This is an optimization exercise on Yosys and OpenROAD, whose aim is small area, not a production implementation.
In this exercise RTL edits were held to simulation tests only and were not proved equivalent to the original.
No driver is modelled on the clock port, so clock power and skew are understated where the tree is cut down; a real chip needs a root buffer or a tree.
Power and IR drop assume default switching activity.

the baseline:
==> module Player_Block_T, before the edit <==
module Player_Block_T (
    input  logic        clk,
    input  logic        resetN,
    input  logic [10:0] pixelX,
    input  logic [10:0] pixelY,
    input  logic        startOfFrame,
    input  logic        up_key,
    input  logic        down_key,
    input  logic        left_key,
    input  logic        right_key,
    input  logic        column_collision,
    input  logic [1:0]  speed_level,
    input  logic        mode_sel,
    input  logic        game_on,
    input  logic        player_hit,
    input  logic        turbo_pulse,
    output logic [10:0] player_topLeftX,
    output logic [10:0] player_topLeftY,
    output logic        playerDR,
    output logic [7:0]  playerRGB,
    output logic        player_invulnerable
);
localparam logic [2:0] IDLE_ST = 3'd0, MOVE_ST = 3'd1, SOF_ST = 3'd2, CHG_ST = 3'd3, LIM_ST = 3'd4;
localparam logic [3:0] HIT_EMPTY = 4'b0010;
logic [2:0]  st;
logic [10:0] x;
logic [9:0]  y;
logic [10:1] x_hi;                      
logic [9:1]  y_hi;
logic        x_lo, y_lo;                
assign x = {x_hi, x_lo};
assign y = {y_hi, y_lo};
logic [1:0]  spd;                       
logic        f_up, f_dn, f_lf, f_rt;    
logic        ydir, xdir;                
logic [3:0]  hit;
logic [3:0]  hit_code;                  
logic [2:0] amt;                        
assign amt = (spd == 2'd1) ? 3'd3 : (spd == 2'd2) ? 3'd4 : 3'd2;
logic [10:0] dxm;
logic [9:0]  dym;
assign dxm = (f_lf | f_rt) ? (xdir ? {8'd0, amt} : -{8'd0, amt}) : 11'd0;
assign dym = (f_up | f_dn) ? (ydir ? {7'd0, amt} : -{7'd0, amt}) : 10'd0;
wire in_move  = (st == MOVE_ST);
wire hit_open = (hit[1:0] != 2'b11) && (hit != HIT_EMPTY);
wire x_below = (x[10:5] == 6'd0) & ~(x[2] & x[1]);                  
wire x_above = x[10] & x[7] & (x[5] | (x[4:0] == 5'b11111));        
wire y_below = (y[9:5] == 5'b00010);                                 
wire y_above = y[9] & y[8] & y[6] & y[5] & (y[2:0] != 3'd0);        
logic [10:0] x_n;
logic [9:0]  y_n;
always_comb begin
    x_n = x;
    y_n = y;
    case (st)
        IDLE_ST: begin x_n = 11'd30; y_n = 10'd96; end
        SOF_ST: begin
            if (hit[3]) x_n = (x & ~11'h3f) | 11'd30;
            if (hit[2]) y_n = (y & ~10'h3f) | 10'd32;
        end
        CHG_ST: begin x_n = x + dxm; y_n = y + dym; end
        LIM_ST: begin
            if (x_below) x_n = 11'd30;
            if (x_above) x_n = 11'd1182;
            if (y_below) y_n = 10'd96;
            if (y_above) y_n = 10'd864;
        end
        default: ;
    endcase
end
always_ff @(posedge clk or negedge resetN)
    if (!resetN) begin
        st  <= IDLE_ST;
        spd <= 2'd0;
        x_hi <= 10'd0;
        y_hi <= 9'd0;
    end else begin
        x_hi <= x_n[10:1];
        y_hi <= y_n[9:1];
        case (st)
            IDLE_ST: if (game_on) st <= MOVE_ST;
            MOVE_ST: if (startOfFrame) st <= SOF_ST;
            SOF_ST:  st <= CHG_ST;
            CHG_ST:  begin spd <= speed_level; st <= LIM_ST; end
            default: st <= game_on ? MOVE_ST : IDLE_ST;
        endcase
    end
always_ff @(posedge clk) begin
    x_lo <= x_n[0];
    y_lo <= y_n[0];
end
always_ff @(posedge clk) begin
    if (st == IDLE_ST || st == CHG_ST) begin
        f_up <= 1'b0; f_dn <= 1'b0; f_lf <= 1'b0; f_rt <= 1'b0;
    end else if (in_move) begin
        if (up_key)    f_up <= 1'b1;
        if (down_key)  f_dn <= 1'b1;
        if (left_key)  f_lf <= 1'b1;
        if (right_key) f_rt <= 1'b1;
        if (down_key && !f_dn)       ydir <= 1'b1;
        else if (up_key && !f_up)    ydir <= 1'b0;
        if (right_key && !f_rt)      xdir <= 1'b1;
        else if (left_key && !f_lf)  xdir <= 1'b0;
    end
    if (st == IDLE_ST || st == SOF_ST)
        hit <= HIT_EMPTY;
    else if (in_move && column_collision) begin
        if (hit == HIT_EMPTY)
            hit <= hit_code;
        else if (hit_open && hit_code != hit && hit_code != 4'b0000)
            hit <= {hit[3] | hit_code[3], hit[2] | hit_code[2], 2'b11};
    end
end
assign player_topLeftX = {1'b0, x[10:1]};
assign player_topLeftY = {2'b0, y[9:1]};
logic [10:0] dx;
logic [9:0]  dy;
assign dx = {1'b0, pixelX[9:0]} - {1'b0, x[10:1]};
assign dy = {1'b0, pixelY[8:0]} - {1'b0, y[9:1]};
logic       ins;
logic [4:0] ox, oy;
always_ff @(posedge clk or negedge resetN)
    if (!resetN) ins <= 1'b0;
    else         ins <= (dx[10:5] == 6'd0) && (dy[9:5] == 5'd0);
always_ff @(posedge clk) begin
    ox <= dx[4:0];
    oy <= dy[4:0];
end
logic [3:0] idx_n, hc_n, col_idx;
sprite_rom rom (.ins(ins), .left(left_key), .right(right_key), .up(up_key),
                .row(oy), .col(ox), .idx(idx_n));
hit_table ht (.ins(ins), .row(oy[4:2]), .col(ox[4:2]), .code(hc_n));
always_ff @(posedge clk) begin
    col_idx  <= idx_n;
    hit_code <= hc_n;
end
logic [4:0] s;
always_ff @(posedge clk or negedge resetN)
    if (!resetN)          s <= 5'd0;
    else if (s == 5'd0)   begin if (player_hit) s <= 5'd1; end
    else if (s == 5'd22)  s <= 5'd0;
    else if (turbo_pulse) s <= s + 5'd1;
assign player_invulnerable = (s != 5'd0);
palette pal (.idx(col_idx), .mode_sel(mode_sel), .invert(s[0]),
             .dr(playerDR), .rgb(playerRGB));
endmodule
export LEC_CHECK = 0
export ABC_AREA = 1
export CAP_MARGIN = 20
export CORE_MARGIN = 2
export CORE_UTILIZATION = 65
export PLACE_DENSITY = 0.75
export SLEW_MARGIN = 20
create_clock -name core_clock -period 10.0 [get_ports {clk}]
standard.sh (not shown) runs the stock make flow with config.mk's settings and CLKGATE_MAP_FILE= SYNTH_SCRIPT=/design/flow/synth_recipe.tcl, a recipe that flattens the netlist after the stock synthesis.
==> flow/flow/run.sh <==
#!/bin/bash
# Layout flow: the standard synthesis; then an area-oriented re-mapping of the
# combinational logic only (every register instance is kept as synthesis made it);
# then the standard layout steps, with single-strength port buffers and a
# lighter clock tree (flow/cts_hook.tcl). Each tool's output goes to a log_*.log file here.
set -euo pipefail
HERE=$(pwd)
R=$HERE/orfs/results/sky130hd/Player_Block_T/base

# 1. standard synthesis, unchanged
bash standard.sh synth > log_1_standard_synth.log 2>&1
cp "$R/1_2_yosys.v" "$HERE/standard_1_2_yosys.v"

# 2. re-map the combinational logic for area (registers are black boxes here);
#    16 runs with different optimisation seeds, the smallest netlist is kept
bash flow/remap.sh "$HERE/standard_1_2_yosys.v" "$HERE/remapped_1_2_yosys.v" "$HERE/remap" 16 "-J 1000" \
    > log_2_remap.log 2>&1
cp "$HERE/remapped_1_2_yosys.v" "$R/1_2_yosys.v"
touch "$R/1_2_yosys.v"

# 3. the rest of the standard layout
export BUFFER_PORTS_ARGS="-buffer_cell sky130_fd_sc_hd__buf_1"
export SKIP_REPAIR_TIE_FANOUT=1
export PRE_CTS_TCL="$HERE/flow/cts_hook.tcl"
export FLOW_CLK_K=4
export FLOW_CLK_MODE=bisect
export FLOW_CLK_SLEW_PS=105
bash standard.sh > log_3_standard_layout.log 2>&1
Other scripts of this flow, unchanged in this note and not shown: flow/flow/cts_hook.tcl, flow/flow/remap.abc, flow/flow/remap.sh, flow/flow/remap.ys
The flow did not stop early for the baseline: all stages ran, and the layout cleared the timing, design-rule and antenna checks.
> inputs changed (the baseline -> the candidate)
diff --git a/flow/design.v b/flow/design.v
--- a/flow/design.v
+++ b/flow/design.v
@@ -528,31 +528,28 @@
 wire hit_open = (hit[1:0] != 2'b11) && (hit != HIT_EMPTY);
 wire x_below = (x[10:5] == 6'd0) & ~(x[2] & x[1]);                  
 wire x_above = x[10] & x[7] & (x[5] | (x[4:0] == 5'b11111));        
 wire y_below = (y[9:5] == 5'b00010);                                 
 wire y_above = y[9] & y[8] & y[6] & y[5] & (y[2:0] != 3'd0);        
+wire is_idle = (st == IDLE_ST);
+wire is_sof  = (st == SOF_ST);
+wire is_chg  = (st == CHG_ST);
+wire is_lim  = (st == LIM_ST);
+wire [10:0] xs = x + (is_chg ? dxm : 11'd0);
+wire [9:0]  ys = y + (is_chg ? dym : 10'd0);
+wire x_clamp = is_lim & (x_below | x_above);
+wire y_clamp = is_lim & (y_below | y_above);
+wire x_ld_lo = is_idle | (is_sof & hit[3]) | x_clamp;
+wire y_ld_lo = is_idle | (is_sof & hit[2]) | y_clamp;
+wire x_ld_hi = is_idle | x_clamp;
+wire y_ld_hi = is_idle | y_clamp;
 logic [10:0] x_n;
 logic [9:0]  y_n;
-always_comb begin
-    x_n = x;
-    y_n = y;
-    case (st)
-        IDLE_ST: begin x_n = 11'd30; y_n = 10'd96; end
-        SOF_ST: begin
-            if (hit[3]) x_n = (x & ~11'h3f) | 11'd30;
-            if (hit[2]) y_n = (y & ~10'h3f) | 10'd32;
-        end
-        CHG_ST: begin x_n = x + dxm; y_n = y + dym; end
-        LIM_ST: begin
-            if (x_below) x_n = 11'd30;
-            if (x_above) x_n = 11'd1182;
-            if (y_below) y_n = 10'd96;
-            if (y_above) y_n = 10'd864;
-        end
-        default: ;
-    endcase
-end
+assign x_n[5:0]  = x_ld_lo ? 6'b011110 : xs[5:0];
+assign x_n[10:6] = x_ld_hi ? ((is_lim & x_above) ? 5'b10010 : 5'b00000) : xs[10:6];
+assign y_n[5:0]  = y_ld_lo ? 6'b100000 : ys[5:0];
+assign y_n[9:6]  = y_ld_hi ? ((is_lim & y_above) ? 4'b1101 : 4'b0001) : ys[9:6];
 always_ff @(posedge clk or negedge resetN)
     if (!resetN) begin
         st  <= IDLE_ST;
         spd <= 2'd0;
         x_hi <= 10'd0;
@@ -571,21 +568,21 @@
 always_ff @(posedge clk) begin
     x_lo <= x_n[0];
     y_lo <= y_n[0];
 end
 always_ff @(posedge clk) begin
+    ydir <= (in_move & down_key & ~f_dn) | (ydir & ~(in_move & up_key & ~f_up));
+    xdir <= (in_move & right_key & ~f_rt) | (xdir & ~(in_move & left_key & ~f_lf));
+end
+always_ff @(posedge clk) begin
     if (st == IDLE_ST || st == CHG_ST) begin
         f_up <= 1'b0; f_dn <= 1'b0; f_lf <= 1'b0; f_rt <= 1'b0;
     end else if (in_move) begin
         if (up_key)    f_up <= 1'b1;
         if (down_key)  f_dn <= 1'b1;
         if (left_key)  f_lf <= 1'b1;
         if (right_key) f_rt <= 1'b1;
-        if (down_key && !f_dn)       ydir <= 1'b1;
-        else if (up_key && !f_up)    ydir <= 1'b0;
-        if (right_key && !f_rt)      xdir <= 1'b1;
-        else if (left_key && !f_lf)  xdir <= 1'b0;
     end
     if (st == IDLE_ST || st == SOF_ST)
         hit <= HIT_EMPTY;
     else if (in_move && column_collision) begin
         if (hit == HIT_EMPTY)
From the baseline to the candidate the numbers moved as follows: per-cell routed wire length now sits lower; number of instances in the synthesized netlist now sits higher; path depth of the worst reg2reg path now sits lower; number of standard cells in the layout, taps in and fillers out now sits higher; global-route wire length before repair now sits lower.
Delta (the candidate minus the baseline): number of inverters outside the clock class in the layout down 17; via count went up 2.3%; power attributed to the clock group down about 8%.
No run of this note takes its clock network from TritonCTS; it comes from the design's own scripts or RTL.

static timing again, ports no longer ideal:
The flow's constraints put no driver on any port. The routed layouts listed below were extracted and timed again, unchanged, in two steps. Step 1 assumes that a clkbuf_16 drives the clock port and a buf_2 every other input. Step 2 also shifts input and output timing later by t, the mid clock arrival at the registers, as if the neighbouring blocks saw the same clock. a / b / c = no drivers / after step 1 / after step 2; a / b = the first two.
| run | t, ns | slack for setup (ns) | worst setup path after step 2 | worst register clock-pin slew, ns |
|---|---|---|---|---|
| the baseline | 0.213 | 3.770 / 3.813 / 3.600 | input to register | 0.10 / 0.10 |
| the candidate | 0.217 | 4.078 / 4.117 / 3.900 | input to register | 0.10 / 0.10 |
After both steps every run listed still meets setup and hold. For the candidate, which loses most, drivers alone change the setup slack by +0.039 ns; drivers and shift together by -0.178 ns.
